Background: an optimization exercise with open tools, aiming at small area. Do not read the settings as production practice. Function was checked by simulation only, so behaviour that the tests miss may differ from the original. Power and IR drop assume default switching activity.

[flow/design.v]
module SpiSlaveReceiver(
  input         clock,
  input         reset,
  input         io_Strobe,
  input  [7:0]  io_InputBuffer,
  input  [31:0] io_DataBlockSize,
  output        io_CommandReadFinished,
  output        io_ArgumentReadFinished,
  output        io_ReadSuccess,
  output [5:0]  io_Command,
  output [31:0] io_CommandArgument,
  output [31:0] io_WritingAddress,
  output        io_WaitingWriteToken
);
  function automatic [31:0] inc32(input [31:0] x);
    integer i;
    reg c;
    begin
      c = 1'b1;
      for (i = 0; i < 32; i = i + 1) begin
        inc32[i] = x[i] ^ c;
        c = c & x[i];
      end
    end
  endfunction
  function automatic [16:0] add16(input [15:0] a, input [15:0] b, input cin);
    integer i;
    reg c;
    begin
      c = cin;
      for (i = 0; i < 16; i = i + 1) begin
        add16[i] = a[i] ^ b[i] ^ c;
        c = (a[i] & b[i]) | (c & (a[i] ^ b[i]));
      end
      add16[16] = c;
    end
  endfunction
  wire       stb = io_Strobe;
  wire [7:0] mo = io_InputBuffer;
  reg  [1:0]  state;
  reg  [1:0]  writestate;
  reg         isMultiple;
  reg         readSuccess;
  reg  [5:0]  command;
  reg  [31:0] argument;
  reg  [31:0] writingAddress;
  reg  [31:0] counter;
  reg         addCarry;
  wire s0 = state == 2'd0;
  wire s1 = state == 2'd1;
  wire s2 = state == 2'd2;
  wire s3 = state == 2'd3;
  wire w0 = writestate == 2'd0;
  wire w1 = writestate == 2'd1;
  wire w2 = writestate == 2'd2;
  wire cmdStart = ~mo[7] & mo[6];
  wire isCmd24 = command == 6'd24;
  wire isCmd25 = command == 6'd25;
  wire isWrite = isCmd24 | isCmd25;
  wire [31:0] counterInc = inc32(counter);
  wire blockEnd = counter == io_DataBlockSize;
  wire argLast = counter[1:0] == 2'd3;
  wire crcLast = counter[1];
  wire [16:0] addLo = add16(writingAddress[15:0], io_DataBlockSize[15:0], 1'b0);
  wire [16:0] addHi = add16(writingAddress[31:16], io_DataBlockSize[31:16], addCarry);
  wire tokenOk = isMultiple ? (mo == 8'hfc) : (mo == 8'hfe);
  always @(posedge clock) begin
    addCarry <= addLo[16];
    if (reset) begin
      state <= 2'd0;
    end else if (stb) begin
      case (state)
        2'd0: if (cmdStart) state <= 2'd1;
        2'd1: if (argLast) state <= 2'd2;
        2'd2: state <= (mo[0] & isWrite) ? 2'd3 : 2'd0;
        2'd3: begin
          if (w0) begin
            if (mo == 8'hfd) state <= 2'd0;
          end else if (w2 & crcLast) begin
            state <= isMultiple ? 2'd3 : 2'd0;
          end
        end
      endcase
    end
    if (reset) begin
      writestate <= 2'd0;
    end else if (stb) begin
      if (s2) begin
        if (mo[0]) writestate <= 2'd0;
      end else if (s3) begin
        if (w0) begin
          if (tokenOk) writestate <= 2'd1;
        end else if (w1) begin
          if (blockEnd) writestate <= 2'd2;
        end else if (w2) begin
          if (crcLast) writestate <= 2'd0;
        end
      end
    end
    if (reset) begin
      readSuccess <= 1'b0;
    end else if (stb) begin
      if (s0) readSuccess <= 1'b0;
      else if (s2) readSuccess <= mo[0];
    end
    if (stb & s2 & mo[0]) isMultiple <= isCmd25;
    if (stb & s0 & cmdStart) command <= mo[5:0];
    if (stb & s1) begin
      case (counter[1:0])
        2'd0: argument[31:24] <= mo;
        2'd1: argument[23:16] <= mo;
        2'd2: argument[15:8] <= mo;
        2'd3: argument[7:0] <= mo;
      endcase
    end
    if (stb) begin
      if (s2) begin
        if (mo[0] & isWrite) writingAddress <= argument;
      end else if (s3 & w2 & crcLast) begin
        writingAddress <= {addHi[15:0], addLo[15:0]};
      end
    end
    if (stb) begin
      if (s0) begin
        if (cmdStart) counter <= 32'd0;
      end else if (s1) begin
        counter <= counterInc;
      end else if (s3) begin
        if (w0) counter <= 32'd1;
        else if (w1) counter <= blockEnd ? 32'd1 : counterInc;
        else if (w2) counter <= crcLast ? 32'd0 : counterInc;
      end
    end
  end
  assign io_CommandReadFinished  = ~s0;
  assign io_ArgumentReadFinished = state[1];
  assign io_ReadSuccess          = readSuccess;
  assign io_Command              = command;
  assign io_CommandArgument      = argument;
  assign io_WritingAddress       = writingAddress;
  assign io_WaitingWriteToken    = w0;
endmodule
module SpiController(
  input         clock,
  input         reset,
  input  [5:0]  io_SlaveCommand,
  input  [31:0] io_SlaveCommandArgument,
  input         io_SlaveArgumentReadFinished,
  output [31:0] io_DataBlockSize
);
  reg [31:0] dataBlockSize;
  reg        arf1, arf2;
  wire load = io_SlaveArgumentReadFinished & arf1 & ~arf2 & (io_SlaveCommand == 6'd16);
  always @(posedge clock) begin
    arf1 <= io_SlaveArgumentReadFinished;
    arf2 <= arf1;
    if (reset | load)
      dataBlockSize <= reset ? 32'h200 : io_SlaveCommandArgument;
  end
  assign io_DataBlockSize = dataBlockSize;
endmodule
module SpiMasterReceiver(
  input         clock,
  input         reset,
  input         io_Strobe,
  input  [7:0]  io_InputBuffer,
  input  [31:0] io_DataBlockSize,
  input         io_CommandReadFinished,
  input  [5:0]  io_Command,
  output [31:0] io_DataBlocksCount,
  output        io_DataBlocksCountChanged,
  output        io_IsDataReading,
  output        io_IsBusy
);
  function automatic [31:0] inc32(input [31:0] x);
    integer i;
    reg c;
    begin
      c = 1'b1;
      for (i = 0; i < 32; i = i + 1) begin
        inc32[i] = x[i] ^ c;
        c = c & x[i];
      end
    end
  endfunction
  wire       stb = io_Strobe;
  wire [7:0] mi = io_InputBuffer;
  reg  [2:0]  state;
  reg  [31:0] counter;
  reg         initialized;
  reg         dataReading;
  reg         counterChanged;
  wire isCsd = (io_Command == 6'd9) | (io_Command == 6'd10);
  wire [31:0] counterInc = inc32(counter);
  wire packetEnd = counterInc == (isCsd ? 32'd16 : io_DataBlockSize);
  wire counterZero = counter == 32'd0;
  always @(posedge clock) begin
    if (reset) begin
      state <= 3'd1;
      counter <= 32'd0;
      initialized <= 1'b0;
      dataReading <= 1'b0;
    end else if (stb) begin
      initialized <= initialized | io_CommandReadFinished;
      case (state)
        3'd0: if (mi == 8'hff) state <= 3'd1;
        3'd1: begin
          counter <= 32'd0;
          if (initialized & ~mi[7]) begin
            if (io_Command == 6'd12) state <= 3'd0;
            else if (io_Command == 6'd8 || io_Command == 6'd58) state <= 3'd2;
            else if (io_Command == 6'd17 || io_Command == 6'd18 || isCsd) state <= 3'd3;
            else state <= 3'd1;
          end
        end
        3'd2: begin
          if (counter[1:0] == 2'd3) state <= 3'd1;
          else counter <= counterInc;
        end
        3'd3: begin
          if (mi == 8'hfe) state <= 3'd4;
          else if (mi[7:5] == 3'd0) state <= 3'd1;
        end
        3'd4: begin
          dataReading <= 1'b1;
          state <= packetEnd ? 3'd6 : 3'd5;
        end
        3'd5: begin
          if (packetEnd) begin
            state <= 3'd6;
            counter <= 32'd0;
          end else begin
            counter <= counterInc;
          end
        end
        3'd6: begin
          dataReading <= 1'b0;
          if (~counter[0]) counter <= 32'd1;
          else state <= 3'd1;
        end
        default: ;
      endcase
    end
    if (reset) counterChanged <= ~counterZero;
    else if (stb) begin
      case (state)
        3'd1: counterChanged <= ~counterZero;
        3'd2: counterChanged <= counter[1:0] != 2'd3;
        3'd5: counterChanged <= packetEnd ? ~counterZero : 1'b1;
        3'd6: counterChanged <= ~counter[0];
        default: counterChanged <= 1'b0;
      endcase
    end else counterChanged <= 1'b0;
  end
  assign io_DataBlocksCount = counter;
  assign io_DataBlocksCountChanged = counterChanged;
  assign io_IsDataReading = dataReading;
  assign io_IsBusy = state == 3'd0;
endmodule
module MBRProcessor(
  input         clock,
  input         reset,
  input         io_IsReading,
  input  [7:0]  io_Buffer,
  input  [31:0] io_MasterCommandArgument,
  input  [31:0] io_DataBlocksCount,
  input         io_DataBlocksCountChanged,
  output [31:0] io_Partition1Start,
  output [31:0] io_Partition2Start,
  output [31:0] io_Partition3Start,
  output [31:0] io_Partition4Start
);
  function automatic [6:0] add6(input [5:0] a, input [5:0] b);
    integer i;
    reg c;
    begin
      c = 1'b0;
      for (i = 0; i < 6; i = i + 1) begin
        add6[i] = a[i] ^ b[i] ^ c;
        c = (a[i] & b[i]) | (c & (a[i] ^ b[i]));
      end
      add6[6] = c;
    end
  endfunction
  function automatic is7(input [25:0] x, input [25:0] y, input cin);
    integer i;
    reg [25:0] k;
    reg [25:0] p;
    reg ok;
    begin
      k = 26'd7;
      p = x ^ y;
      ok = cin == (p[0] ^ k[0]);
      for (i = 0; i < 25; i = i + 1)
        ok = ok & ((k[i] ? (x[i] & y[i]) : (x[i] | y[i])) == (p[i + 1] ^ k[i + 1]));
      is7 = ok;
    end
  endfunction
  reg        rd1, rd2;
  reg  [1:0] late;
  reg  [7:0] capBuf;
  reg  [3:0] capSel;
  reg  [7:0] pstart [0:15];
  wire [6:0] addrLo = add6(io_MasterCommandArgument[5:0], io_DataBlocksCount[5:0]);
  wire [5:0] byteAddr = addrLo[5:0];
  wire addrHit = is7(io_MasterCommandArgument[31:6], io_DataBlocksCount[31:6], addrLo[6]) &
                 ((byteAddr[3:0] == 4'd6) | (byteAddr[3:0] == 4'd7) |
                  (byteAddr[3:0] == 4'd8) | (byteAddr[3:0] == 4'd9));
  wire [1:0] addrByte = byteAddr[3:0] - 4'd6;
  wire trig = (io_IsReading & rd1 & ~rd2) | io_DataBlocksCountChanged;
  wire capture = io_IsReading & ~trig & (late == 2'd1);
  always @(posedge clock) begin
    rd1 <= io_IsReading;
    rd2 <= rd1;
    if (reset) begin
      late <= 2'd0;
    end else if (io_IsReading) begin
      if (trig) late <= addrHit ? 2'd3 : 2'd0;
      else if (late != 2'd0) late <= late - 2'd1;
    end
    if (io_IsReading & trig) begin
      capBuf <= io_Buffer;
      capSel <= {byteAddr[5:4], addrByte};
    end
  end
  wire [7:0] wdata = reset ? 8'h00 : capBuf;
  genvar gi;
  generate
    for (gi = 0; gi < 16; gi = gi + 1) begin : g_pstart
      always @(posedge clock) begin
        if (reset | (capture & (capSel == gi))) pstart[gi] <= wdata;
      end
    end
  endgenerate
  assign io_Partition1Start = {pstart[3], pstart[2], pstart[1], pstart[0]};
  assign io_Partition2Start = {pstart[7], pstart[6], pstart[5], pstart[4]};
  assign io_Partition3Start = {pstart[11], pstart[10], pstart[9], pstart[8]};
  assign io_Partition4Start = {pstart[15], pstart[14], pstart[13], pstart[12]};
endmodule
module AddressConverter(
  input  [31:0] io_InputPartition1Start,
  input  [31:0] io_InputPartition2Start,
  input  [31:0] io_InputPartition3Start,
  input  [31:0] io_InputPartition4Start,
  output [22:0] io_OutputPartition1Sector,
  output [22:0] io_OutputPartition2Sector,
  output [22:0] io_OutputPartition3Sector,
  output [22:0] io_OutputPartition4Sector,
  output [3:0]  io_OutputZero
);
  assign io_OutputPartition1Sector = io_InputPartition1Start[22:0];
  assign io_OutputPartition2Sector = io_InputPartition2Start[22:0];
  assign io_OutputPartition3Sector = io_InputPartition3Start[22:0];
  assign io_OutputPartition4Sector = io_InputPartition4Start[22:0];
  assign io_OutputZero = {io_InputPartition4Start[22:0] == 23'd0,
                          io_InputPartition3Start[22:0] == 23'd0,
                          io_InputPartition2Start[22:0] == 23'd0,
                          io_InputPartition1Start[22:0] == 23'd0};
endmodule
module WritingAddressVerifier(
  input  [5:0]  io_MasterCommand,
  input  [31:0] io_MasterWritingAddress,
  input         io_MasterCommandReadSuccess,
  input  [4:0]  io_PartitionWriteEnables,
  input  [22:0] io_Partition1Sector,
  input  [22:0] io_Partition2Sector,
  input  [22:0] io_Partition3Sector,
  input  [22:0] io_Partition4Sector,
  input  [3:0]  io_PartitionZero,
  output        io_IsOk,
  output [4:0]  io_WriteRegion
);
  function automatic lt23(input [22:0] a, input [22:0] b);
    integer i;
    reg c;
    begin
      c = 1'b0;
      for (i = 0; i < 23; i = i + 1)
        c = (~a[i] & b[i]) | (~a[i] & c) | (b[i] & c);
      lt23 = c;
    end
  endfunction
  wire [22:0] waHi = io_MasterWritingAddress[31:9];
  wire notMax = ~&io_MasterWritingAddress;
  wire lt1 = io_PartitionZero[0] ? notMax : lt23(waHi, io_Partition1Sector);
  wire lt2 = io_PartitionZero[1] ? notMax : lt23(waHi, io_Partition2Sector);
  wire lt3 = io_PartitionZero[2] ? notMax : lt23(waHi, io_Partition3Sector);
  wire lt4 = io_PartitionZero[3] ? notMax : lt23(waHi, io_Partition4Sector);
  wire inMBR = lt1;
  wire inP1 = ~lt1 & lt2;
  wire inP2 = ~lt2 & lt3;
  wire inP3 = ~lt3 & lt4;
  wire inP4 = ~lt4;
  wire [4:0] pwe = io_PartitionWriteEnables;
  wire writeCmd = ((io_MasterCommand == 6'd24) | (io_MasterCommand == 6'd25)) &
                  io_MasterCommandReadSuccess;
  assign io_IsOk = (~inMBR | pwe[0]) & (~inP1 | pwe[1]) & (~inP2 | pwe[2]) &
                   (~inP3 | pwe[3]) & (~inP4 | pwe[4]);
  assign io_WriteRegion = {5{writeCmd}} & {inP4, inP3, inP2, inP1, inMBR};
endmodule
module KamppherGuard(
  input         clock,
  input         reset,
  input  [7:0]  io_MOSIBuffer,
  input  [7:0]  io_MISOBuffer,
  input         io_BufferChanged,
  input  [4:0]  io_PartitionWriteEnables,
  output        io_IsOk,
  output [4:0]  io_WriteRegion,
  output [5:0]  io_Command,
  output        io_CommandReadFinished,
  output        io_ArgumentReadFinished,
  output        io_ReadSuccess,
  output        io_WaitingWriteToken,
  output        io_IsDataReading,
  output        io_IsBusy,
  output [31:0] io_DataBlockSize,
  output [31:0] io_Partition1Start,
  output [31:0] io_Partition2Start,
  output [31:0] io_Partition3Start,
  output [31:0] io_Partition4Start
);
  reg bc1, bc2;
  wire stb = io_BufferChanged & bc1 & ~bc2;
  always @(posedge clock) begin
    bc1 <= io_BufferChanged;
    bc2 <= bc1;
  end
  wire        slave_CommandReadFinished;
  wire        slave_ArgumentReadFinished;
  wire        slave_ReadSuccess;
  wire [5:0]  slave_Command;
  wire [31:0] slave_CommandArgument;
  wire [31:0] slave_WritingAddress;
  wire        slave_WaitingWriteToken;
  wire [31:0] ctrl_DataBlockSize;
  wire [31:0] master_DataBlocksCount;
  wire        master_DataBlocksCountChanged;
  wire        master_IsDataReading;
  wire        master_IsBusy;
  wire [31:0] mbr_p1, mbr_p2, mbr_p3, mbr_p4;
  wire [22:0] conv_s1, conv_s2, conv_s3, conv_s4;
  wire [3:0]  conv_zero;
  SpiSlaveReceiver slave (
    .clock(clock),
    .reset(reset),
    .io_Strobe(stb),
    .io_InputBuffer(io_MOSIBuffer),
    .io_DataBlockSize(ctrl_DataBlockSize),
    .io_CommandReadFinished(slave_CommandReadFinished),
    .io_ArgumentReadFinished(slave_ArgumentReadFinished),
    .io_ReadSuccess(slave_ReadSuccess),
    .io_Command(slave_Command),
    .io_CommandArgument(slave_CommandArgument),
    .io_WritingAddress(slave_WritingAddress),
    .io_WaitingWriteToken(slave_WaitingWriteToken)
  );
  SpiController ctrl (
    .clock(clock),
    .reset(reset),
    .io_SlaveCommand(slave_Command),
    .io_SlaveCommandArgument(slave_CommandArgument),
    .io_SlaveArgumentReadFinished(slave_ArgumentReadFinished),
    .io_DataBlockSize(ctrl_DataBlockSize)
  );
  SpiMasterReceiver master (
    .clock(clock),
    .reset(reset),
    .io_Strobe(stb),
    .io_InputBuffer(io_MISOBuffer),
    .io_DataBlockSize(ctrl_DataBlockSize),
    .io_CommandReadFinished(slave_CommandReadFinished),
    .io_Command(slave_Command),
    .io_DataBlocksCount(master_DataBlocksCount),
    .io_DataBlocksCountChanged(master_DataBlocksCountChanged),
    .io_IsDataReading(master_IsDataReading),
    .io_IsBusy(master_IsBusy)
  );
  MBRProcessor mbr (
    .clock(clock),
    .reset(reset),
    .io_IsReading(master_IsDataReading),
    .io_Buffer(io_MISOBuffer),
    .io_MasterCommandArgument(slave_CommandArgument),
    .io_DataBlocksCount(master_DataBlocksCount),
    .io_DataBlocksCountChanged(master_DataBlocksCountChanged),
    .io_Partition1Start(mbr_p1),
    .io_Partition2Start(mbr_p2),
    .io_Partition3Start(mbr_p3),
    .io_Partition4Start(mbr_p4)
  );
  AddressConverter conv (
    .io_InputPartition1Start(mbr_p1),
    .io_InputPartition2Start(mbr_p2),
    .io_InputPartition3Start(mbr_p3),
    .io_InputPartition4Start(mbr_p4),
    .io_OutputPartition1Sector(conv_s1),
    .io_OutputPartition2Sector(conv_s2),
    .io_OutputPartition3Sector(conv_s3),
    .io_OutputPartition4Sector(conv_s4),
    .io_OutputZero(conv_zero)
  );
  WritingAddressVerifier verif (
    .io_MasterCommand(slave_Command),
    .io_MasterWritingAddress(slave_WritingAddress),
    .io_MasterCommandReadSuccess(slave_ReadSuccess),
    .io_PartitionWriteEnables(io_PartitionWriteEnables),
    .io_Partition1Sector(conv_s1),
    .io_Partition2Sector(conv_s2),
    .io_Partition3Sector(conv_s3),
    .io_Partition4Sector(conv_s4),
    .io_PartitionZero(conv_zero),
    .io_IsOk(io_IsOk),
    .io_WriteRegion(io_WriteRegion)
  );
  assign io_Command              = slave_Command;
  assign io_CommandReadFinished  = slave_CommandReadFinished;
  assign io_ArgumentReadFinished = slave_ArgumentReadFinished;
  assign io_ReadSuccess          = slave_ReadSuccess;
  assign io_WaitingWriteToken    = slave_WaitingWriteToken;
  assign io_IsDataReading        = master_IsDataReading;
  assign io_IsBusy               = master_IsBusy;
  assign io_DataBlockSize        = ctrl_DataBlockSize;
  assign io_Partition1Start      = mbr_p1;
  assign io_Partition2Start      = mbr_p2;
  assign io_Partition3Start      = mbr_p3;
  assign io_Partition4Start      = mbr_p4;
endmodule
[flow/flow/run.sh]
#!/bin/bash
# The standard layout (standard.sh), with three changes to how it is made:
# - synthesis maps logic with the ABC script in flow/abc_area.script, which
#   recovers more area than ORFS's (registers are mapped before ABC runs,
#   so they are the standard synthesis's);
# - port buffers are the smallest buffer, buf_1;
# - clock tree synthesis uses larger sink clusters and no dummy loads.
set -euo pipefail
rm -rf scripts_local
cp -r "$FLOW_HOME/scripts" scripts_local
cp flow/abc_area.script scripts_local/abc_area.script
export BUFFER_PORTS_ARGS="-buffer_cell sky130_fd_sc_hd__buf_1"
export CTS_ARGS="-sink_clustering_enable -repair_clock_nets -dont_use_dummy_load -sink_clustering_size 16 -sink_clustering_max_diameter 60 -buf_list sky130_fd_sc_hd__clkbuf_8"
bash standard.sh SCRIPTS_DIR="$PWD/scripts_local" finish > standard.log 2>&1
[flow/flow/abc_area.script]
strash
dc2
strash
&get -n
&dch -f
&nf -R 1000
&put
topo
stime -c
dnsize -c
[flow/standard.sh]
#!/bin/bash
# synth_recipe.tcl (not shown) runs the flow's synth.tcl, then flattens the netlist and writes it again
# the make line also repeats each setting of config.mk as NAME=value (left out here)
make -C /OpenROAD-flow-scripts/flow DESIGN_CONFIG=/design/flow/config.mk WORK_HOME=/design/flow/orfs CLKGATE_MAP_FILE= SYNTH_SCRIPT=/design/flow/synth_recipe.tcl "${@:-finish}"
[flow/config.mk]
export PLATFORM = sky130hd
export DESIGN_NAME = KamppherGuard
export DESIGN_NICKNAME = KamppherGuard
export VERILOG_FILES = /design/flow/design.v
export SDC_FILE = /design/flow/constraint.sdc
export NUM_CORES = 4
export LEC_CHECK = 0
export ABC_AREA = 1
export CAP_MARGIN = 20
export CORE_MARGIN = 2
export CORE_UTILIZATION = 40
export SLEW_MARGIN = 20
[flow/constraint.sdc]
create_clock -name core_clock -period 10.0 [get_ports {clock}]
set_input_delay 2.0000 -clock core_clock [delete_from_list [all_inputs] [get_ports {clock}]]
set_output_delay 2.0000 -clock core_clock [all_outputs]
set_load 0.01 [all_outputs]
==> qor.txt, run 1 <==
Comb power frac - 0.071
cts repair resizes - 0
clock share of power - 0.285
sequential area share after synthesis - 0.580
Post-CTS Setup Inserts - 0
syn_nets - 1448
# setup viols final - 0
PwrDens - 135 nW/µm²
top cell type's share of synthesized area - 0.515
Worst path most repeated cell - ha_1
Yosys top cell by area - edfxtp_1
worst-margin pin slew - 1.06 ns
Max Clock Skew - 0.0546 ns
multi-input logic area - 6410 µm²
RR Startpoint - master.counter[0]
top-count cell post-synth - edfxtp_1
Max clock buf depth - 3
WHS Path Cells - 0
WL/cell - 22.9 µm
CTS Buf Count - 30
hpwl dp - 34900 µm
Core Rows - 73
top cells by area, synth - edfxtp_1 52%, ha_1 7.3%, dfxtp_1 6.5%, fa_1 4.4%, xor2_1 3.0%
Final Critical Period - 8.92 ns
slowest stage delay, CP - 0.66 ns
Reg-to-Reg End - master.state[1]
total track usage - 0.222
Seq cells post-synth - 327
Critical Path Fanout Max - 7
Net Sw Power - 0.595 mW
Antenna Nets Post-Route - 0
via count - 11800
final instance area - 18100 µm²
CTS root buffer - clkbuf_8
number of global-route vias before repair - 11300
initial drt markers - 1112
Post-DP Area - 17700 µm²
GP Congestion - 0.886
final-stage net count - 1706
Async SR Flop Fraction - 0
Seq pwr share - 0.643
Area growth syn-to-layout - 13.0%
final-report hold violation count - 0
Slew headroom - 0.284
YS warnings - 7
top cells by count, synth - 275 x edfxtp_1, 115 x nor2_1, 104 x clkinv_1
# IOs - 202
max-cap violation count - 0
CP max-delay cell - nor4_1
post-DR vias/cell - 5.66
post-synth cell types - 52
CP Capture Type - flop
first-pass GRT wire length - 69500 µm
R2R setup slack - 1.08 ns
CTS Hold Bufs - 0
drt pass-1 iters - 5
outcome - finished clean
Initial Util - 0.404
startpoint types - flop
unrepaired setup endpoints after global routing - no
port bufs - 201
Worst Path Arrival - 9.36 ns
Worst-Skew Late Latency - 0.63 ns
clk slew on worst S/H paths - 0.09 ns
core area - 39600 µm²
DRC viols - 0
Ant. Diodes - 0
syn avg cell area - 12.4 µm²
depth of the CTS H-tree - 1
WHS Endpoint - ctrl.arf2
Mapped Area - 16000 µm²
Net Sw Frac - 0.244
final slew viol count - 0
IR drop worst, VDD - 0.0792 mV
CTS tree - done
chip height - 204 µm
WS Path Type - reg -> reg
Final Cycle Share - 0.892
Register Area - 9300 µm²
EDFF count, synth - 275
Total Wirelength - 47500 µm
hold path startpoint - ctrl.arf1
TNS Setup - 0 ns
P_leak - 6.42 nW
internal power - 1.85 mW
Min-Delay Path Class - reg -> reg
f_max - 112 MHz
share of cells above drive strength 1 - 0.0419
# clock sinks - 327
largest net degree at the start of global routing - 84
Die ar. - 41700 µm²
Cells after Synth - 1295
initial antenna violation count - 0
Fillers - 3772
total congestion overflow - 0
ys flop type - edfxtp_1
worst reg2reg path depth - 38
die width - 204 µm
required time worst endpoint - 10.44 ns
metrics by stage:
step	total power [mW]	hold WS (ns)	cells	setup WS, ns	util
floorplan	1.68	0.331	1295	1.24	-
global placement	1.77	0.335	2046	1.42	0.446
detailed placement	1.77	0.337	2046	1.24	0.446
CTS	2.46	0.352	2076	1.15	0.457
global route	2.52	0.359	2076	0.722	0.457
finish	2.44	0.352	2076	1.08	0.457
cells in the final DEF, fill, tap and decap left out, types with 5 or more instances in the layout:
master / netlist / routed
nand3_1: 19 / 19
a31oi_1: 6 / 6
nor3_1: 25 / 24
nand2_1: 73 / 73
buf_4: 0 / 25
or2_0: 7 / 7
buf_1: 0 / 200
o21ai_0: 43 / 36
clkinv_1: 104 / 104
a21oi_1: 50 / 49
nor2b_1: 24 / 23
o21a_1: 5 / 5
ha_1: 94 / 94
clkbuf_8: 0 / 30
nand2b_1: 13 / 13
a22oi_1: 55 / 55
xor2_1: 54 / 54
dfxtp_1: 52 / 52
and3_1: 36 / 36
nor4_1: 38 / 38
mux2_1: 7 / 7
o221a_1: 5 / 5
fa_1: 35 / 35
o22ai_1: 32 / 32
o31ai_1: 8 / 5
o221ai_1: 12 / 12
a221oi_1: 10 / 10
nand4_1: 26 / 26
nor2_1: 115 / 115
edfxtp_1: 275 / 275
o21ai_1: 0 / 5
xnor2_1: 36 / 36
power by group through the flow:
stage,combinational [mW],sequential (mW),clock [mW]
after floorplan,0.0737,1.60,0
after global placement,0.171,1.60,0
after detailed placement,0.173,1.60,0
after CTS,0.174,1.57,0.719
after global routing,0.192,1.57,0.758
final,0.174,1.57,0.697
critical path, delay by kind of cell, from the launching register on:
kind                       cells  cell delay (ns)
adders and majority gates     30             6.20
and+or+nand+nor                6             1.93
DFF                            1             0.40
xor gates and xnor gates       1             0.16
AOI/OAI and AO/OA              1             0.06
area by class of cell:
cell class / instances / share of cell area
tap: 525 / 0.0363
timing repair buffer: 226 / 0.0521
sequential: 327 / 0.513
multi-input combinational: 864 / 0.354
inverter: 104 / 0.0216
clock buffer: 30 / 0.0228
kinds of logic (layout without fill, tap and decap cells):
kind of cell | Yosys count | count (layout) | synth area share
XOR/XNOR | 90 | 90 | 0.0492
flip-flops | 327 | 327 | 0.580
buffers and inverters | 104 | 360 | 0.0244
multiplexers | 8 | 8 | 0.00554
AND/OR/NAND/NOR | 384 | 384 | 0.118
AO/OA/AOI/OAI | 253 | 253 | 0.106
adder cells (fa/ha/maj) | 129 | 129 | 0.117
sequential cells by signal, indices dropped and copies added (netlist names), 3 cells and up:
register and count:
slave.command 6, ctrl.dataBlockSize 32, mbr.capBuf 8, slave.counter 32, master.counter 32, mbr.pstart 128, mbr.capSel 4, slave.argument 32
master.state 3, slave.writingAddress 32
worst max path at each step:
stage / from / end / slack [ns] / depth (start not counted)
after global routing: master.counter[0] / master.state[1] / 0.72 / 38
after CTS: master.counter[0] / master.state[1] / 1.15 / 38
after floorplan: master.counter[0] / master.counter[10] / 1.24 / 39
final: master.counter[0] / master.state[1] / 1.08 / 38
after global placement: master.counter[0] / master.state[1] / 1.42 / 38
after detailed placement: master.counter[0] / master.state[1] / 1.24 / 38
layer usage:
layer	GRT usage	wire length, µm	part of all wire
met1	0.315	21000	0.44
met2	0.358	22000	0.46
met3	0.0352	3500	0.074
met4	0.0528	976	0.021
met5	0	0	0
==> run 2: changes to the inputs <==
--- a/flow/flow/run.sh
+++ b/flow/flow/run.sh
@@ -10,5 +10,5 @@
 cp -r "$FLOW_HOME/scripts" scripts_local
 cp flow/abc_area.script scripts_local/abc_area.script
 export BUFFER_PORTS_ARGS="-buffer_cell sky130_fd_sc_hd__buf_1"
-export CTS_ARGS="-sink_clustering_enable -repair_clock_nets -dont_use_dummy_load -sink_clustering_size 16 -sink_clustering_max_diameter 60 -buf_list sky130_fd_sc_hd__clkbuf_8"
+export CTS_ARGS="-sink_clustering_enable -repair_clock_nets -dont_use_dummy_load -sink_clustering_size 8 -sink_clustering_max_diameter 40 -buf_list sky130_fd_sc_hd__clkbuf_4"
 bash standard.sh SCRIPTS_DIR="$PWD/scripts_local" finish > standard.log 2>&1
==> flow/flow/abc_area.script (replaced) <==
strash
dc2
strash
&get -n
&deepsyn -T 40
&dch -f
&nf -R 1000
&put
topo
stime -c
dnsize -c
==> qor.txt, run 2 <==
outcome - finished clean
Core Rows - 72 (-1.4%)
WHS Path Cells - 0 (unchanged)
clk slew on worst S/H paths - 0.09 ns (about the same)
Net Sw Power - 0.616 mW (+3.6%)
YS warnings - 7 (unchanged)
sequential area share after synthesis - 0.587 (+0.00641)
f_max - 109 MHz (-2.8%)
final instance area - 17900 µm² (-1.4%)
post-DR vias/cell - 5.67 (about the same)
Fillers - 3691 (-2.1%)
Reg-to-Reg End - master.counter[5]
Total Wirelength - 49700 µm (+4.7%)
cts repair resizes - 0 (unchanged)
share of cells above drive strength 1 - 0.0507 (+0.00884)
final slew viol count - 0 (unchanged)
Worst Setup SP - mbr.pstart[0][0]
final-report hold violation count - 0 (unchanged)
core area - 38900 µm² (-1.8%)
Worst Path Arrival - 7.18 ns (-2.18 ns)
Top reg by flops - mbr.pstart
first-pass GRT wire length - 73300 µm (+5.5%)
Seq cells post-synth - 327 (unchanged)
placed cells - 1999 (-2.3%)
Area growth syn-to-layout - 12.7%
Final Cycle Share - 0.918 (+0.0259)
Max Clock Skew - 0.143 ns (+0.0879 ns)
unrepaired setup endpoints after global routing - no
Die ar. - 41200 µm² (-1.1%)
RR Startpoint - master.counter[0]
via count - 11700 (-0.80%)
Slew headroom - 0.263 (-0.0208)
commonest non-fill, non-tap cells in the layout - 275 x edfxtp_1, 200 x buf_1, 154 x clkinv_1, 94 x ha_1, 77 x nor2_1
Cells after Synth - 1263 (-2.5%)
P_leak - 6.06 nW (-5.6%)
clock share of power - 0.288 (+0.003)
total congestion overflow - 0 (unchanged)
GP Congestion - 0.899 (+1.4%)
top-count cell post-synth - edfxtp_1
CP Capture Type - output pin
TNS Setup - 0 ns (unchanged)
WS Path Type - reg -> out
Yosys top cell by area - edfxtp_1
Min-Delay Path Class - reg -> reg
# IOs - 202 (unchanged)
syn avg cell area - 12.5 µm² (+1.4%)
drt pass-1 iters - 7 (+2)
final core utilization - 0.459 (+0.00216)
Antenna Nets Post-Route - 0 (unchanged)
Layout Cells excl Fill - 2058 (-0.87%)
CTS tree - done
WHS Endpoint - mbr.rd2
final-stage net count - 1692 (-0.82%)
number of flip-flops under the largest register name - 128 (unchanged)
ys flop type - edfxtp_1
Max clock buf depth - 3 (unchanged)
top cells by count, synth - 275 x edfxtp_1, 154 x clkinv_1, 94 x ha_1
hold path startpoint - mbr.rd1
Worst-Skew Late Latency - 0.84 ns (+0.21 ns)
PwrDens - 137 nW/µm² (+1.5%)
Comb power frac - 0.072 (about the same)
max-cap violation count - 0 (unchanged)
Mapped Area - 15800 µm² (-1.1%)
IR drop worst, VDD - 0.0706 mV (-11%)
Initial Util - 0.407 (+0.00301)
depth of the CTS H-tree - 2 (+1)
port bufs - 201 (unchanged)
initial antenna violation count - 2 (+2)
worst reg2reg path depth - 41 (+7.9%)
R2R setup slack - 0.98 ns (-0.10 ns)
# clock sinks - 327 (unchanged)
Seq pwr share - 0.640 (-0.003)
post-synth cell types - 52 (unchanged)
number of global-route vias before repair - 11400 (+1.4%)
startpoint types - flop
required time worst endpoint - 8.00 ns (-2.44 ns)
initial drt markers - 1182 (+6.3%)
Post-CTS Setup Inserts - 0 (unchanged)
commonest non-fill, non-tap cell in the layout - edfxtp_1
Async SR Flop Fraction - 0 (unchanged)
CTS Buf Count - 55 (+83%)
die width - 203 µm (-0.54%)
Critical Path Fanout Max - 3 (-4)
hpwl dp - 37900 µm (+8.6%)
chip height - 203 µm (-0.54%)
CTS root buffer - clkbuf_4
Post-DP Area - 17400 µm² (-1.6%)
total track usage - 0.240 (+0.0182)
Net Sw Frac - 0.252 (+0.00832)
CTS Hold Bufs - 0 (unchanged)
largest net degree at the start of global routing - 59 (-30%)
# setup viols final - 0 (unchanged)
WL/cell - 24.2 µm (+5.6%)
top cell type's share of synthesized area - 0.521 (+0.00570)
worst-margin pin slew - 1.09 ns (+0.0309 ns)
Final Critical Period - 9.18 ns (+0.259 ns)
DRC viols - 0 (unchanged)
syn_nets - 1416 (-2.2%)
internal power - 1.83 mW (-0.96%)
EDFF count, synth - 275 (unchanged)
top cells by area, synth - edfxtp_1 52%, ha_1 7.4%, dfxtp_1 6.6%, fa_1 4.4%, clkinv_1 3.6%
post-layout total power - 2.44 mW (+0.15%)
run 2: worst max path at each step:
stage | end | slack (ns) | cells after the start
6_report | io_IsOk | 0.82 | 25
5_1_grt | io_IsOk | 0.46 | 25
4_1_cts | io_IsOk | 0.78 | 25
3_5_place_dp | master.counter[4] | 1.15 | 40
3_3_place_gp | master.counter[4] | 1.16 | 40
2_1_floorplan | master.counter[10] | 1.42 | 40
run 2: critical path: stages, from the launching register on:
cell and delay (ns):
edfxtp_1 0.42, nor2b_1 0.16, maj3_1 0.35, maj3_1 0.36, maj3_1 0.40, o21ai_0 0.11
a21o_1 0.14, a21oi_1 0.06, a221oi_1 0.22, a21oi_1 0.08, maj3_1 0.36, maj3_1 0.39
maj3_1 0.37, maj3_1 0.36, maj3_1 0.37, maj3_1 0.38, maj3_1 0.37, maj3_1 0.36
o21ai_0 0.09, a21o_1 0.13, and3_1 0.14, o221ai_1 0.17, or2_0 0.28, nor2_1 0.10
nor4_1 0.06, buf_1 0.13
run 2: cell families (layout without fill, tap and decap cells):
family / Yosys count / count (layout) / synth area share
compound gates: 285 / 285 / 0.122
xor+xnor: 18 / 18 / 0.00995
fa+ha+maj: 161 / 161 / 0.139
buf+inv: 154 / 428 / 0.0365
flops: 327 / 327 / 0.587
mux: 9 / 9 / 0.00624
other cells: 0 / 3 / 0
simple gates: 309 / 309 / 0.100
run 2: power groups by stage:
stage,Combinational [mW],Clock [mW],Sequential (mW)
floorplan,0.0773,0,1.60
global placement,0.174,0,1.59
detailed placement,0.175,0,1.60
CTS,0.176,0.725,1.56
global route,0.193,0.776,1.57
finish,0.176,0.703,1.56
run 2: per-layer routing:
layer,share of wire,track usage
met5,0,0
met4,0.021,0.0620
met3,0.072,0.0430
met2,0.47,0.385
met1,0.44,0.338
run 2: layout make-up:
cell class / count / area [µm²] / area share
Timing Repair Buffer: 219 / 911 / 0.0510
Tap cell: 518 / 648 / 0.0363
Sequential cell: 327 / 9300 / 0.521
Inverter: 154 / 578 / 0.0324
Multi-Input combinational cell: 782 / 6010 / 0.336
Antenna cell: 3 / 7.51 / 0.000420
Clock buffer: 55 / 413 / 0.0231
run 2: through the flow:
stage / hold WS (ns) / setup WS (ns)
floorplan: 0.331 / 1.42
global placement: 0.333 / 1.16
detailed placement: 0.338 / 1.15
CTS: 0.314 / 0.775
global route: 0.317 / 0.462
finish: 0.308 / 0.819
==> run 3: changes to the inputs <==
==> flow/flow/run.sh (replaced) <==
#!/bin/bash
# The standard layout (standard.sh), with three changes to how it is made:
# - synthesis maps logic with the ABC script in flow/abc_area.script, which
#   recovers more area than ORFS's (registers are mapped before ABC runs,
#   so they are the standard synthesis's);
#   ABC also maps the adders (ADDER_MAP_FILE is left empty), instead of
#   Yosys's full- and half-adder extraction;
# - port buffers are the smallest buffer, buf_1;
# - clock tree synthesis uses larger sink clusters and no dummy loads.
set -euo pipefail
rm -rf scripts_local
cp -r "$FLOW_HOME/scripts" scripts_local
cp flow/abc_area.script scripts_local/abc_area.script
export BUFFER_PORTS_ARGS="-buffer_cell sky130_fd_sc_hd__buf_1"
export CTS_ARGS="-sink_clustering_enable -repair_clock_nets -dont_use_dummy_load -sink_clustering_size 20 -sink_clustering_max_diameter 60 -buf_list sky130_fd_sc_hd__clkbuf_8"
bash standard.sh SCRIPTS_DIR="$PWD/scripts_local" ADDER_MAP_FILE= finish > standard.log 2>&1
==> flow/flow/abc_area.script (replaced) <==
strash
dc2
strash
&get -n
&deepsyn -T 40
&dch -f
&nf -R 1000
&put
strash
&get -n
&dch -f
&nf -R 1000
&put
topo
stime -c
dnsize -c
==> qor.txt, run 3 <==
outcome - finished clean
f_max - 138 MHz (+27%)
Slew headroom - 0.307 (+0.0443)
ys flop type - edfxtp_1
hpwl dp - 36500 µm (-3.7%)
Worst-Skew Late Latency - 0.65 ns (-0.19 ns)
die width - 202 µm (-0.48%)
top-count cell post-synth - edfxtp_1
top cells by area, synth - edfxtp_1 53%, dfxtp_1 6.6%, xnor2_1 4.2%, nand2_1 3.6%, o21ai_0 3.1%
CTS Buf Count - 28 (-49%)
Worst path most repeated cell - a21oi_1
DRC viols - 0 (unchanged)
GP Congestion - 0.952 (+5.9%)
Mapped Area - 15700 µm² (-0.98%)
commonest non-fill, non-tap cell in the layout - edfxtp_1
Worst Path Arrival - 5.23 ns (-1.95 ns)
clk slew on worst S/H paths - 0.12 ns (+0.03 ns)
CTS Hold Bufs - 0 (unchanged)
Final Cycle Share - 0.723 (-0.195)
YS warnings - 7 (unchanged)
slowest stage delay, CP - 0.42 ns (about the same)
Max clock buf depth - 3 (unchanged)
Final Critical Period - 7.23 ns (-1.95 ns)
Net Sw Power - 0.566 mW (-8.1%)
syn_nets - 1457 (+2.9%)
top cells by count, synth - 275 x edfxtp_1, 152 x nand2_1, 115 x nor2_1
Async SR Flop Fraction - 0 (unchanged)
CP bufs+invs - 2 (+1)
WS Path Type - reg -> out
final slew viol count - 0 (unchanged)
drt pass-1 iters - 8 (+1)
Yosys top cell by area - edfxtp_1
post-DR vias/cell - 5.73 (+1.2%)
Top reg by flops - mbr.pstart
Die ar. - 40800 µm² (-0.96%)
initial antenna violation count - 1 (-1)
PwrDens - 134 nW/µm² (-2.1%)
Area growth syn-to-layout - 12.7% (about the same)
number of global-route vias before repair - 11900 (+4.5%)
sequential area share after synthesis - 0.593 (+0.00580)
Min-Delay Path Class - reg -> reg
CP Capture Type - output pin
internal power - 1.80 mW (-1.3%)
first-pass GRT wire length - 73600 µm (+0.41%)
share of cells above drive strength 1 - 0.0328 (-0.0180)
number of flip-flops under the largest register name - 128 (unchanged)
setup ws final - 2.77 ns (+1.95 ns)
Place WS - 3.50 ns (+2.35 ns)
total track usage - 0.236 (-0.00429)
family with the most delay on the worst path - compound AO/OA/AOI/OAI gates
# IOs - 202 (unchanged)
# setup viols final - 0 (unchanged)
Seq cells post-synth - 327 (unchanged)
Cells after Synth - 1433 (+13%)
CTS tree - done
initial drt markers - 1252 (+5.9%)
total congestion overflow - 0 (unchanged)
largest net degree at the start of global routing - 53 (-10%)
Critical Path Fanout Max - 6 (+3)
worst-margin pin slew - 1.03 ns (-0.0596 ns)
final-stage net count - 1705 (+0.77%)
# clock sinks - 327 (unchanged)
P_leak - 5.62 nW (-7.1%)
max-cap violation count - 0 (unchanged)
CTS root buffer - clkbuf_8
post-synth cell types - 54 (+3.8%)
chip height - 202 µm (-0.48%)
clock share of power - 0.286 (-0.002)
EDFF count, synth - 275 (unchanged)
Ant. Diodes - 0 (-3)
WL/cell - 22.3 µm (-7.5%)
Net Sw Frac - 0.239 (-0.0132)
TNS Setup - 0 ns (unchanged)
final-report hold violation count - 0 (unchanged)
commonest non-fill, non-tap cells in the layout - 275 x edfxtp_1, 200 x buf_1, 152 x nand2_1, 115 x nor2_1, 97 x o21ai_0
Antenna Nets Post-Route - 0 (unchanged)
unrepaired setup endpoints after global routing - no
syn avg cell area - 11.0 µm² (-13%)
via count - 12600 (+8.0%)
Max Clock Skew - 0.115 ns (-0.0277 ns)
IR drop worst, VDD - 0.0957 mV (+36%)
required time worst endpoint - 8.00 ns (about the same)
Post-CTS Setup Inserts - 0 (unchanged)
Total Wirelength - 49100 µm (-1.3%)
Initial Util - 0.406 (-0.00117)
startpoint types - flop
Comb power frac - 0.061 (-0.011)
cts repair resizes - 0 (unchanged)
depth of the CTS H-tree - 1 (-1)
port bufs - 201 (unchanged)
Seq pwr share - 0.653 (+0.013)
core area - 38600 µm² (-0.69%)
CP max-delay cell - edfxtp_1
top cell type's share of synthesized area - 0.526 (+0.00515)
Core Rows - 72 (unchanged)
[run 3: final timing paths]
kind                            startpoint           endpoint  slack [ns]  depth (start not counted)
hold / removal                         bc1                bc2        0.36                          0
hold reg to reg                        bc1                bc2        0.36                          0
setup / recovery  slave.writingAddress[10]            io_IsOk        2.77                         25
setup reg to reg         master.counter[0]  master.counter[4]        3.28                         27
[run 3: final cells by class]
class | count | area [µm²]
sequential | 327 | 9300
inverter | 69 | 259
clock buffer | 28 | 385
tap | 518 | 648
fill | 3690 | 21000
multi-input combinational | 1037 | 6190
timing repair buffer | 218 | 903
[run 3: kinds of logic (layout without fill, tap and decap cells)]
logic type | Yosys count | count (layout) | share of synthesized area
DFF | 327 | 327 | 0.593
and+or+nand+nor | 537 | 537 | 0.167
adders and majority gates | 15 | 15 | 0.00957
buffers and inverters | 69 | 315 | 0.0165
AOI/OAI and AO/OA | 365 | 365 | 0.147
xor gates and xnor gates | 117 | 117 | 0.0653
muxes | 3 | 3 | 0.00199
[run 3: routing by layer]
| layer | share of wire | GRT usage |
|---|---|---|
| met1 | 0.44 | 0.337 |
| met2 | 0.46 | 0.372 |
| met3 | 0.074 | 0.0337 |
| met4 | 0.029 | 0.0735 |
| met5 | 0 | 0 |
[run 3: through the flow]
stage           util  hold slack (ns)  instances  instance area [µm²]  power [mW]
6_report       0.458            0.359       2197                17700        2.37
3_5_place_dp   0.447            0.345       2169                17300        1.72
4_1_cts        0.457            0.356       2197                17700        2.39
2_1_floorplan      -            0.331       1433                15700        1.64
3_3_place_gp   0.446            0.335       2168                17300        1.72
5_1_grt        0.458            0.368       2197                17700        2.45
[run 3: power groups by stage]
stage / clock network, mW / registers, mW / logic (mW)
after floorplan: 0 / 1.57 / 0.0699
after global placement: 0 / 1.58 / 0.142
after detailed placement: 0 / 1.58 / 0.145
after CTS: 0.699 / 1.55 / 0.145
after global routing: 0.736 / 1.55 / 0.159
final: 0.678 / 1.55 / 0.145
==> run 4: changes to the inputs <==
--- a/flow/flow/run.sh
+++ b/flow/flow/run.sh
@@ -12,5 +12,5 @@
 cp -r "$FLOW_HOME/scripts" scripts_local
 cp flow/abc_area.script scripts_local/abc_area.script
 export BUFFER_PORTS_ARGS="-buffer_cell sky130_fd_sc_hd__buf_1"
-export CTS_ARGS="-sink_clustering_enable -repair_clock_nets -dont_use_dummy_load -sink_clustering_size 20 -sink_clustering_max_diameter 60 -buf_list sky130_fd_sc_hd__clkbuf_8"
+export CTS_ARGS="-sink_clustering_enable -repair_clock_nets -dont_use_dummy_load -sink_clustering_size 20 -sink_clustering_max_diameter 45 -buf_list sky130_fd_sc_hd__clkbuf_8"
 bash standard.sh SCRIPTS_DIR="$PWD/scripts_local" ADDER_MAP_FILE= finish > standard.log 2>&1
==> qor.txt, run 4 <==
total track usage - 0.239 (+0.00262)
Max Clock Skew - 0.0946 ns (-0.0202 ns)
via count - 12800 (+1.8%)
Net Sw Power - 0.601 mW (+6.2%)
DRC viols - 0 (unchanged)
commonest non-fill, non-tap cells in the layout - 275 x edfxtp_1, 200 x buf_1, 152 x nand2_1, 115 x nor2_1, 97 x o21ai_0
Hold Slack - 0.282 ns (-0.0769 ns)
Mapped Area - 15700 µm² (unchanged)
TNS Setup - 0 ns (unchanged)
final core utilization - 0.463 (+0.00499)
Seq cells post-synth - 327 (unchanged)
largest net degree at the start of global routing - 53 (unchanged)
max-cap violation count - 0 (unchanged)
top-count cell post-synth - edfxtp_1
EDFF count, synth - 275 (unchanged)
Total Wirelength - 49500 µm (+0.90%)
PwrDens - 141 nW/µm² (+5.6%)
Initial Util - 0.406 (unchanged)
GP Congestion - 0.952 (unchanged)
final-stage net count - 1719 (+0.82%)
Yosys top cell by area - edfxtp_1
Worst-Skew Late Latency - 0.61 ns (-0.04 ns)
syn_nets - 1457 (unchanged)
Slew headroom - 0.315 (+0.00753)
R2R setup slack - 3.33 ns (+0.05 ns)
final slew viol count - 0 (unchanged)
# IOs - 202 (unchanged)
chip height - 202 µm (unchanged)
IR drop worst, VDD - 0.122 mV (+27%)
Async SR Flop Fraction - 0 (unchanged)
setup ws final - 2.87 ns (+0.101 ns)
CTS Buf Count - 42 (+50%)
YS warnings - 7 (unchanged)
final-report hold violation count - 0 (unchanged)
initial drt markers - 1311 (+4.7%)
Ant. Diodes - 0 (unchanged)
internal power - 1.93 mW (+6.9%)
Final Critical Period - 7.13 ns (-0.101 ns)
top cells by area, synth - edfxtp_1 53%, dfxtp_1 6.6%, xnor2_1 4.2%, nand2_1 3.6%, o21ai_0 3.1%
Area growth syn-to-layout - 13.9%
required time worst endpoint - 8.00 ns (about the same)
post-DR vias/cell - 5.80 (+1.2%)
total congestion overflow - 0 (unchanged)
Net Sw Frac - 0.238 (-0.00111)
Core Rows - 72 (unchanged)
worst-margin pin slew - 1.02 ns (-0.0112 ns)
f_max - 140 MHz (+1.4%)
clk slew on worst S/H paths - 0.07 ns (-0.05 ns)
Min-Delay Path Class - reg -> reg
P_leak - 5.72 nW (+1.8%)
Fillers - 3695 (+0.14%)
Die ar. - 40800 µm² (unchanged)
core area - 38600 µm² (unchanged)
ys flop type - edfxtp_1
CTS root buffer - clkbuf_8
Place WS - 3.50 ns (unchanged)
initial antenna violation count - 1 (unchanged)
share of cells above drive strength 1 - 0.0408 (+0.00800)
CP Capture Type - output pin
Max clock buf depth - 3 (unchanged)
Comb power frac - 0.057 (-0.004)
startpoint types - flop
Worst Path Arrival - 5.13 ns (-0.10 ns)
top cells by count, synth - 275 x edfxtp_1, 152 x nand2_1, 115 x nor2_1
syn avg cell area - 11.0 µm² (unchanged)
Layout Cells excl Fill - 2211 (+0.64%)
depth of the CTS H-tree - 2 (+1)
outcome - finished clean
# setup viols final - 0 (unchanged)
first-pass GRT wire length - 74300 µm (+0.97%)
CTS tree - done
# clock sinks - 327 (unchanged)
Final Cycle Share - 0.713 (-0.0101)
sequential area share after synthesis - 0.593 (unchanged)
Cells after Synth - 1433 (unchanged)
WS Path Type - reg -> out
Post-CTS Setup Inserts - 0 (unchanged)
port bufs - 201 (unchanged)
cts repair resizes - 0 (unchanged)
commonest non-fill, non-tap cell in the layout - edfxtp_1
Seq pwr share - 0.612 (-0.041)
Critical Path Fanout Max - 6 (unchanged)
Antenna Nets Post-Route - 0 (unchanged)
placed cells - 2169 (unchanged)
die width - 202 µm (unchanged)
clock share of power - 0.331 (+0.045)
Top reg by flops - mbr.pstart
top cell type's share of synthesized area - 0.526 (unchanged)
drt pass-1 iters - 5 (-3)
CTS Hold Bufs - 0 (unchanged)
number of flip-flops under the largest register name - 128 (unchanged)
post-synth cell types - 54 (unchanged)
WL/cell - 22.4 µm (+0.26%)
unrepaired setup endpoints after global routing - no
number of global-route vias before repair - 12100 (+1.1%)
hpwl dp - 36500 µm (unchanged)
## run 4: cell counts after synthesis
Identical to the previous run, type by type.
## run 4: final cells by class
type | count | area [µm²] | area share
flip-flops and latches | 327 | 9300 | 0.520
repair buffers | 218 | 903 | 0.0505
inverters | 69 | 259 | 0.0145
multi-input cells | 1037 | 6190 | 0.346
well taps | 518 | 648 | 0.0362
clock buffers | 42 | 578 | 0.0323
## run 4: cell families after synthesis
logic type      synth area share
compound gates             0.147
mux                      0.00199
simple gates               0.167
flops                      0.593
xor+xnor                  0.0653
fa+ha+maj                0.00957
buf+inv                   0.0165
## run 4: final timing paths
path / startpoint / to / depth (start not counted)
max reg2reg: master.counter[0] / master.counter[1] / 27
min: ctrl.arf1 / ctrl.arf2 / 0
max: slave.writingAddress[10] / io_IsOk / 25
min reg2reg: ctrl.arf1 / ctrl.arf2 / 0
## run 4: critical path, stage by stage (launching register included)
cell and delay [ns]:
edfxtp_1 0.40, clkinv_1 0.19, maj3_1 0.39, a21oi_1 0.12, nor2_1 0.06, a221oi_1 0.21
o2bb2ai_1 0.11, a21oi_1 0.14, a21oi_1 0.06, maj3_1 0.37, maj3_1 0.36, o21ai_0 0.09
o2bb2ai_1 0.14, a21oi_1 0.09, a221o_1 0.26, o221ai_1 0.07, a31oi_1 0.14, o21ai_0 0.20
o221ai_1 0.14, o221ai_1 0.09, a21oi_1 0.09, a221o_1 0.29, nand2b_1 0.10, o22ai_1 0.08
nor3_1 0.20, buf_1 0.18
## run 4: per-stage QoR
stage | total power [mW] | area (µm²)
2_1_floorplan | 1.64 | 15700
3_3_place_gp | 1.72 | 17300
3_5_place_dp | 1.72 | 17300
4_1_cts | 2.55 | 17900
5_1_grt | 2.61 | 17900
6_report | 2.53 | 17900
## run 4: power by group through the flow
stage	Sequential, mW	Combinational (mW)	Clock [mW]
6_report	1.55	0.145	0.836
4_1_cts	1.55	0.145	0.854
2_1_floorplan	1.57	0.0699	0
3_3_place_gp	1.58	0.142	0
5_1_grt	1.55	0.159	0.899
3_5_place_dp	1.58	0.145	0
## run 4: per-layer routing
layer / global-route usage / vias to the layer above / routed length, µm
li1: - / 5935 / -
met1: 0.338 / 6218 / 21500
met2: 0.376 / 603 / 22600
met3: 0.0401 / 68 / 4190
met4: 0.0712 / 0 / 1200
met5: 0 / - / 0
==> run 5: changes to the inputs <==
--- a/flow/flow/run.sh
+++ b/flow/flow/run.sh
@@ -12,5 +12,5 @@
 cp -r "$FLOW_HOME/scripts" scripts_local
 cp flow/abc_area.script scripts_local/abc_area.script
 export BUFFER_PORTS_ARGS="-buffer_cell sky130_fd_sc_hd__buf_1"
-export CTS_ARGS="-sink_clustering_enable -repair_clock_nets -dont_use_dummy_load -sink_clustering_size 20 -sink_clustering_max_diameter 45 -buf_list sky130_fd_sc_hd__clkbuf_8"
+export CTS_ARGS="-sink_clustering_enable -repair_clock_nets -dont_use_dummy_load -sink_clustering_size 18 -sink_clustering_max_diameter 50 -buf_list sky130_fd_sc_hd__clkbuf_8"
 bash standard.sh SCRIPTS_DIR="$PWD/scripts_local" ADDER_MAP_FILE= finish > standard.log 2>&1
==> qor.txt, run 5 <==
max-cap violation count - 0 (unchanged)
share of cells above drive strength 1 - 0.0391 (-0.00170)
top cells by area, synth - edfxtp_1 53%, dfxtp_1 6.6%, xnor2_1 4.2%, nand2_1 3.6%, o21ai_0 3.1%
die width - 202 µm (unchanged)
CTS root buffer - clkbuf_8
Mapped Area - 15700 µm² (unchanged)
initial drt markers - 1239 (-5.5%)
hpwl dp - 36500 µm (unchanged)
CP Capture Type - output pin
DRC viols - 0 (unchanged)
number of global-route vias before repair - 12000 (-0.28%)
depth of the CTS H-tree - 2 (unchanged)
top cells by count, synth - 275 x edfxtp_1, 152 x nand2_1, 115 x nor2_1
total track usage - 0.238 (about the same)
Cells after Synth - 1433 (unchanged)
cts repair resizes - 0 (unchanged)
chip height - 202 µm (unchanged)
drt pass-1 iters - 7 (+2)
port bufs - 201 (unchanged)
post-synth cell types - 54 (unchanged)
CTS tree - done
Die ar. - 40800 µm² (unchanged)
commonest non-fill, non-tap cell in the layout - edfxtp_1
WS Path Type - reg -> out
Async SR Flop Fraction - 0 (unchanged)
Post-CTS Setup Inserts - 0 (unchanged)
sequential area share after synthesis - 0.593 (unchanged)
Worst Path Arrival - 5.19 ns (+0.06 ns)
post-DR vias/cell - 5.73 (-1.2%)
Final Critical Period - 7.19 ns (+0.0556 ns)
initial antenna violation count - 1 (unchanged)
core area - 38600 µm² (unchanged)
TNS Setup - 0 ns (unchanged)
largest net degree at the start of global routing - 53 (unchanged)
Register Area - 9300 µm² (unchanged)
Worst-Skew Late Latency - 0.62 ns (about the same)
Slew headroom - 0.303 (-0.0115)
YS warnings - 7 (unchanged)
first-pass GRT wire length - 74100 µm (-0.34%)
IR drop worst, VDD - 0.0948 mV (-22%)
Fillers - 3702 (+0.19%)
worst-margin pin slew - 1.04 ns (+0.0172 ns)
# IOs - 202 (unchanged)
Yosys top cell by area - edfxtp_1
required time worst endpoint - 8.00 ns (about the same)
CTS Hold Bufs - 0 (unchanged)
Area growth syn-to-layout - 13.7%
top-count cell post-synth - edfxtp_1
f_max - 139 MHz (-0.77%)
multi-input logic area - 6190 µm² (unchanged)
Min-Delay Path Class - reg -> reg
final instance area - 17800 µm² (-0.23%)
P_leak - 5.70 nW (-0.38%)
ys flop type - edfxtp_1
Max clock buf depth - 3 (unchanged)
unrepaired setup endpoints after global routing - no
syn_nets - 1457 (unchanged)
# clock sinks - 327 (unchanged)
CTS Buf Count - 39 (-7.1%)
final-report hold violation count - 0 (unchanged)
Critical Path Fanout Max - 6 (unchanged)
GP Congestion - 0.952 (unchanged)
WL/cell - 22.3 µm (-0.34%)
Seq cells post-synth - 327 (unchanged)
number of flip-flops under the largest register name - 128 (unchanged)
top cell type's share of synthesized area - 0.526 (unchanged)
Final Cycle Share - 0.719 (+0.00556)
Max Clock Skew - 0.0972 ns (+0.00266 ns)
final-stage net count - 1716 (-0.17%)
commonest non-fill, non-tap cells in the layout - 275 x edfxtp_1, 200 x buf_1, 152 x nand2_1, 115 x nor2_1, 97 x o21ai_0
Top reg by flops - mbr.pstart
Ant. Diodes - 0 (unchanged)
startpoint types - flop
PwrDens - 140 nW/µm² (-1.0%)
post-layout total power - 2.50 mW (-1.2%)
Total Wirelength - 49300 µm (-0.48%)
Initial Util - 0.406 (unchanged)
Core Rows - 72 (unchanged)
EDFF count, synth - 275 (unchanged)
syn avg cell area - 11.0 µm² (unchanged)
outcome - finished clean
total congestion overflow - 0 (unchanged)
final slew viol count - 0 (unchanged)
clk slew on worst S/H paths - 0.08 ns (about the same)
Post-DP Area - 17300 µm² (unchanged)
Antenna Nets Post-Route - 0 (unchanged)
# setup viols final - 0 (unchanged)
via count - 12700 (-1.3%)
run 5: cell families after synthesis:
kind of cell / Yosys count / synth area share
AOI/OAI and AO/OA: 365 / 0.147
DFF: 327 / 0.593
and+or+nand+nor: 537 / 0.167
buffers and inverters: 69 / 0.0165
xor gates and xnor gates: 117 / 0.0653
muxes: 3 / 0.00199
adders and majority gates: 15 / 0.00957
run 5: path summary, 6_finish.rpt:
kind	startpoint	end	slack (ns)	cells past startpoint
hold reg to reg	ctrl.arf1	ctrl.arf2	0.31	0
hold / removal	ctrl.arf1	ctrl.arf2	0.31	0
setup / recovery	slave.writingAddress[10]	io_IsOk	2.81	25
setup reg to reg	master.counter[0]	master.counter[1]	3.30	27
run 5: critical path: stages (launching register included):
cell	delay, ns
edfxtp_1	0.40
clkinv_1	0.19
maj3_1	0.39
a21oi_1	0.12
nor2_1	0.06
a221oi_1	0.21
o2bb2ai_1	0.11
a21oi_1	0.13
a21oi_1	0.06
maj3_1	0.37
maj3_1	0.36
o21ai_0	0.09
o2bb2ai_1	0.14
a21oi_1	0.10
a221o_1	0.27
o221ai_1	0.07
a31oi_1	0.14
o21ai_0	0.22
o221ai_1	0.15
o221ai_1	0.10
a21oi_1	0.09
a221o_1	0.29
nand2b_1	0.10
o22ai_1	0.08
nor3_1	0.20
buf_1	0.18
run 5: per-layer routing:
layer / part of all wire / up-vias / track usage / wire length (µm)
li1: - / 5939 / - / -
met1: 0.43 / 6074 / 0.336 / 21300
met2: 0.45 / 562 / 0.371 / 22300
met3: 0.084 / 82 / 0.0427 / 4160
met4: 0.031 / 0 / 0.0817 / 1550
met5: 0 / - / 0 / 0
run 5: metrics by stage:
stage          hold slack (ns)  worst slack, ns  utilization  cells
2_1_floorplan            0.331             3.98            -   1433
3_3_place_gp             0.335             3.53        0.446   2168
3_5_place_dp             0.345             3.50        0.447   2169
4_1_cts                  0.314             2.86        0.461   2208
5_1_grt                  0.323             2.22        0.462   2208
6_report                 0.312             2.81        0.462   2208
run 5: where the power goes:
group | switching [mW] | internal [mW]
clock | 0.460 | 0.346
sequential | 0.0404 | 1.51
combinational | 0.0961 | 0.0486
run 5: cell type report:
cell class / count / share of cell area
Inverter: 69 / 0.0145
Sequential cell: 327 / 0.521
Timing Repair Buffer: 218 / 0.0506
Clock buffer: 39 / 0.0301
Multi-Input combinational cell: 1037 / 0.347
Tap cell: 518 / 0.0363
==> run 6: changes to the inputs <==
--- a/flow/flow/run.sh
+++ b/flow/flow/run.sh
@@ -12,5 +12,5 @@
 cp -r "$FLOW_HOME/scripts" scripts_local
 cp flow/abc_area.script scripts_local/abc_area.script
 export BUFFER_PORTS_ARGS="-buffer_cell sky130_fd_sc_hd__buf_1"
-export CTS_ARGS="-sink_clustering_enable -repair_clock_nets -dont_use_dummy_load -sink_clustering_size 18 -sink_clustering_max_diameter 50 -buf_list sky130_fd_sc_hd__clkbuf_8"
+export CTS_ARGS="-sink_clustering_enable -repair_clock_nets -dont_use_dummy_load -sink_clustering_size 16 -sink_clustering_max_diameter 60 -buf_list sky130_fd_sc_hd__clkbuf_8"
 bash standard.sh SCRIPTS_DIR="$PWD/scripts_local" ADDER_MAP_FILE= finish > standard.log 2>&1
--- a/flow/config.mk
+++ b/flow/config.mk
@@ -8,5 +8,5 @@
 export ABC_AREA = 1
 export CAP_MARGIN = 20
 export CORE_MARGIN = 2
-export CORE_UTILIZATION = 40
+export CORE_UTILIZATION = 50
 export SLEW_MARGIN = 20
==> qor.txt, run 6 <==
Worst path most repeated cell - a21oi_1
CTS Buf Count - 35 (-10%)
Max clock buf depth - 3 (unchanged)
number of global-route vias before repair - 11700 (-2.7%)
Max Clock Skew - 0.0596 ns (-0.0376 ns)
clock share of power - 0.311 (-0.012)
total congestion overflow - 0 (unchanged)
sequential area share after synthesis - 0.593 (unchanged)
# clock sinks - 327 (unchanged)
Total Wirelength - 47900 µm (-2.8%)
final-stage net count - 1713 (-0.17%)
post-synth cell types - 54 (unchanged)
WL/cell - 23.0 µm (+3.0%)
IR drop worst, VDD - 0.130 mV (+37%)
WS Path Type - reg -> out
depth of the CTS H-tree - 2 (unchanged)
YS warnings - 7 (unchanged)
Min-Delay Path Class - reg -> reg
hpwl dp - 35000 µm (-4.2%)
outcome - finished clean
chip height - 181 µm (-10%)
Yosys top cell by area - edfxtp_1
clk slew on worst S/H paths - 0.07 ns (about the same)
Crit. path cell count - 25 (unchanged)
Net Sw Power - 0.582 mW (-2.4%)
final slew viol count - 0 (unchanged)
max-cap violation count - 0 (unchanged)
Cells after Synth - 1433 (unchanged)
P_leak - 5.68 nW (-0.41%)
internal power - 1.87 mW (-1.8%)
drt pass-1 iters - 7 (unchanged)
WHS Path Cells - 0 (unchanged)
number of flip-flops under the largest register name - 128 (unchanged)
Mapped Area - 15700 µm² (unchanged)
top-count cell post-synth - edfxtp_1
# setup viols final - 0 (unchanged)
initial drt markers - 1224 (-1.2%)
Post-CTS Setup Inserts - 0 (unchanged)
share of cells above drive strength 1 - 0.0362 (-0.00289)
CTS tree - done
Final Cycle Share - 0.706 (-0.0124)
syn avg cell area - 11.0 µm² (unchanged)
family with the most delay on the worst path - compound AO/OA/AOI/OAI gates
# IOs - 202 (unchanged)
CP max-delay cell - edfxtp_1
largest net degree at the start of global routing - 53 (unchanged)
die width - 181 µm (-10%)
initial antenna violation count - 1 (unchanged)
commonest non-fill, non-tap cells in the layout - 275 x edfxtp_1, 200 x buf_1, 152 x nand2_1, 115 x nor2_1, 97 x o21ai_0
commonest non-fill, non-tap cell in the layout - edfxtp_1
post-DR vias/cell - 6.07 (+6.0%)
Slew headroom - 0.434 (+0.131)
DRC viols - 0 (unchanged)
CTS Hold Bufs - 0 (unchanged)
CTS root buffer - clkbuf_8
startpoint types - flop
GP Congestion - 0.970 (+2.0%)
Fillers - 2746 (-26%)
required time worst endpoint - 8.00 ns (about the same)
slowest stage delay, CP - 0.41 ns (about the same)
total track usage - 0.289 (+0.0509)
final-report hold violation count - 0 (unchanged)
unrepaired setup endpoints after global routing - no
TNS Setup - 0 ns (unchanged)
Final Critical Period - 7.06 ns (-0.124 ns)
worst-margin pin slew - 0.844 ns (-0.197 ns)
Comb power frac - 0.059 (about the same)
Top reg by flops - mbr.pstart
Net Sw Frac - 0.237 (-0.00113)
Worst-Skew Late Latency - 0.56 ns (-0.06 ns)
via count - 12700 (-0.047%)
CP Capture Type - output pin
syn_nets - 1457 (unchanged)
Worst Path Arrival - 5.06 ns (-0.13 ns)
cts repair resizes - 0 (unchanged)
Layout Cells excl Fill - 2083 (-5.7%)
top cells by area, synth - edfxtp_1 53%, dfxtp_1 6.6%, xnor2_1 4.2%, nand2_1 3.6%, o21ai_0 3.1%
Core Rows - 64 (-11%)
PwrDens - 139 nW/µm² (-0.75%)
placed cells - 2047 (-5.6%)
ys flop type - edfxtp_1
top cell type's share of synthesized area - 0.526 (unchanged)
EDFF count, synth - 275 (unchanged)
Seq pwr share - 0.630 (+0.010)
Antenna Nets Post-Route - 0 (unchanged)
Seq cells post-synth - 327 (unchanged)
f_max - 142 MHz (+1.8%)
worst reg2reg path depth - 26 (-3.7%)
core area - 30700 µm² (-20%)
Critical Path Fanout Max - 6 (unchanged)
Async SR Flop Fraction - 0 (unchanged)
top cells by count, synth - 275 x edfxtp_1, 152 x nand2_1, 115 x nor2_1
Ant. Diodes - 0 (unchanged)
Die ar. - 32800 µm² (-20%)
Area growth syn-to-layout - 12.3%
port bufs - 201 (unchanged)
Initial Util - 0.510 (+0.104)
first-pass GRT wire length - 72300 µm (-2.4%)
CP bufs+invs - 2 (unchanged)
-- run 6: cell count changes in the layout (fill, tap and decap cells not counted) --
cell      delta
nor2b_2      -2
buf_4        +1
or2_2        +1
nor2b_1      +2
nor4_1       +1
clkbuf_8     -4
nor4_2       -1
or2_0        -1
-- run 6: logic make-up after synthesis --
logic type	count (synthesis)	share of synthesized area
and+or+nand+nor	537	0.167
adders and majority gates	15	0.00957
DFF	327	0.593
AOI/OAI and AO/OA	365	0.147
muxes	3	0.00199
xor gates and xnor gates	117	0.0653
buffers and inverters	69	0.0165
-- run 6: metal layers --
| layer | routed length [µm] | GRT usage | vias to the layer above |
|---|---|---|---|
| met2 | 22500 | 0.471 | 519 |
| met3 | 3640 | 0.0427 | 74 |
| met4 | 912 | 0.0631 | 0 |
| met5 | 0 | 0 | - |
| met1 | 20800 | 0.414 | 6139 |
| li1 | - | - | 5919 |
-- run 6: worst paths after layout --
path                                          startpoint                 end  slack [ns]
worst max-delay path            slave.writingAddress[10]             io_IsOk        2.94
worst min-delay path                                 bc1                 bc2        0.35
worst max register to register         master.counter[0]  master.counter[19]        3.27
worst min register to register                       bc1                 bc2        0.35
-- run 6: power by group through the flow --
| stage | logic [mW] | clock network, mW | registers (mW) |
|---|---|---|---|
| floorplan | 0.0699 | 0 | 1.57 |
| global placement | 0.143 | 0 | 1.57 |
| detailed placement | 0.144 | 0 | 1.57 |
| CTS | 0.145 | 0.778 | 1.54 |
| global route | 0.160 | 0.826 | 1.55 |
| finish | 0.146 | 0.761 | 1.54 |
-- run 6: cell type report --
| cell class | count | area (µm²) | share of cell area |
|---|---|---|---|
| Clock buffer | 35 | 482 | 0.0273 |
| Inverter | 69 | 259 | 0.0147 |
| Multi-Input combinational cell | 1037 | 6180 | 0.351 |
| Sequential cell | 327 | 9300 | 0.528 |
| Tap cell | 396 | 495 | 0.0281 |
| Timing Repair Buffer | 219 | 911 | 0.0517 |
-- run 6: metrics by stage --
stage | setup WS (ns) | hold WS [ns] | util | cell area [µm²] | total power, mW
final | 2.94 | 0.349 | 0.573 | 17600 | 2.45
after global routing | 2.43 | 0.357 | 0.573 | 17600 | 2.53
after CTS | 2.92 | 0.352 | 0.572 | 17600 | 2.47
after detailed placement | 3.00 | 0.340 | 0.556 | 17100 | 1.72
after global placement | 3.14 | 0.333 | 0.556 | 17100 | 1.72
after floorplan | 3.98 | 0.331 | - | 15700 | 1.64
-- run 6: worst register-to-register path: stages, from the launching register on --
cell and delay [ns]:
dfxtp_1 0.62, and3_1 0.31, and3_1 0.24, and3_1 0.26, nand2_1 0.11, nor2_1 0.21
and2_0 0.26, and3_1 0.26, and2_0 0.22, and3_1 0.25, nand2_1 0.12, nor2_1 0.23
nand3_1 0.18, clkinv_1 0.10, and3_1 0.27, and4_1 0.29, and3_1 0.25, and2_0 0.23
and3_1 0.23, xnor2_1 0.10, xor2_1 0.16, nor4_1 0.29, o21ai_0 0.28, nand3b_1 0.20
o22a_1 0.16, or2_2 0.49, o21ai_0 0.22

## static timing again, ports no longer ideal
In the flow no input, the clock included, has a driving cell. The finished layouts below were timed again as built, in two steps. Step 1: set_driving_cell puts a clkbuf_16 on clock and a buf_2 on each other input, an assumption about the parent block. Step 2 also shifts input and output timing later by t, the mid clock arrival at the registers, as if the neighbouring blocks saw the same clock. Slacks: ideal ports / drivers / drivers and shift; pairs: ideal ports / drivers.
run | t, ns | setup WS [ns]
run 1 | 0.651 | 1.078 / 1.078 / 1.078
run 2 | 0.819 | 0.819 / 0.768 / 0.978
run 3 | 0.642 | 2.768 / 2.720 / 3.284
run 4 | 0.614 | 2.869 / 2.822 / 3.332
run 5 | 0.611 | 2.814 / 2.768 / 3.301
run 6 | 0.578 | 2.938 / 2.889 / 3.274
After both steps every run listed still meets setup and hold.
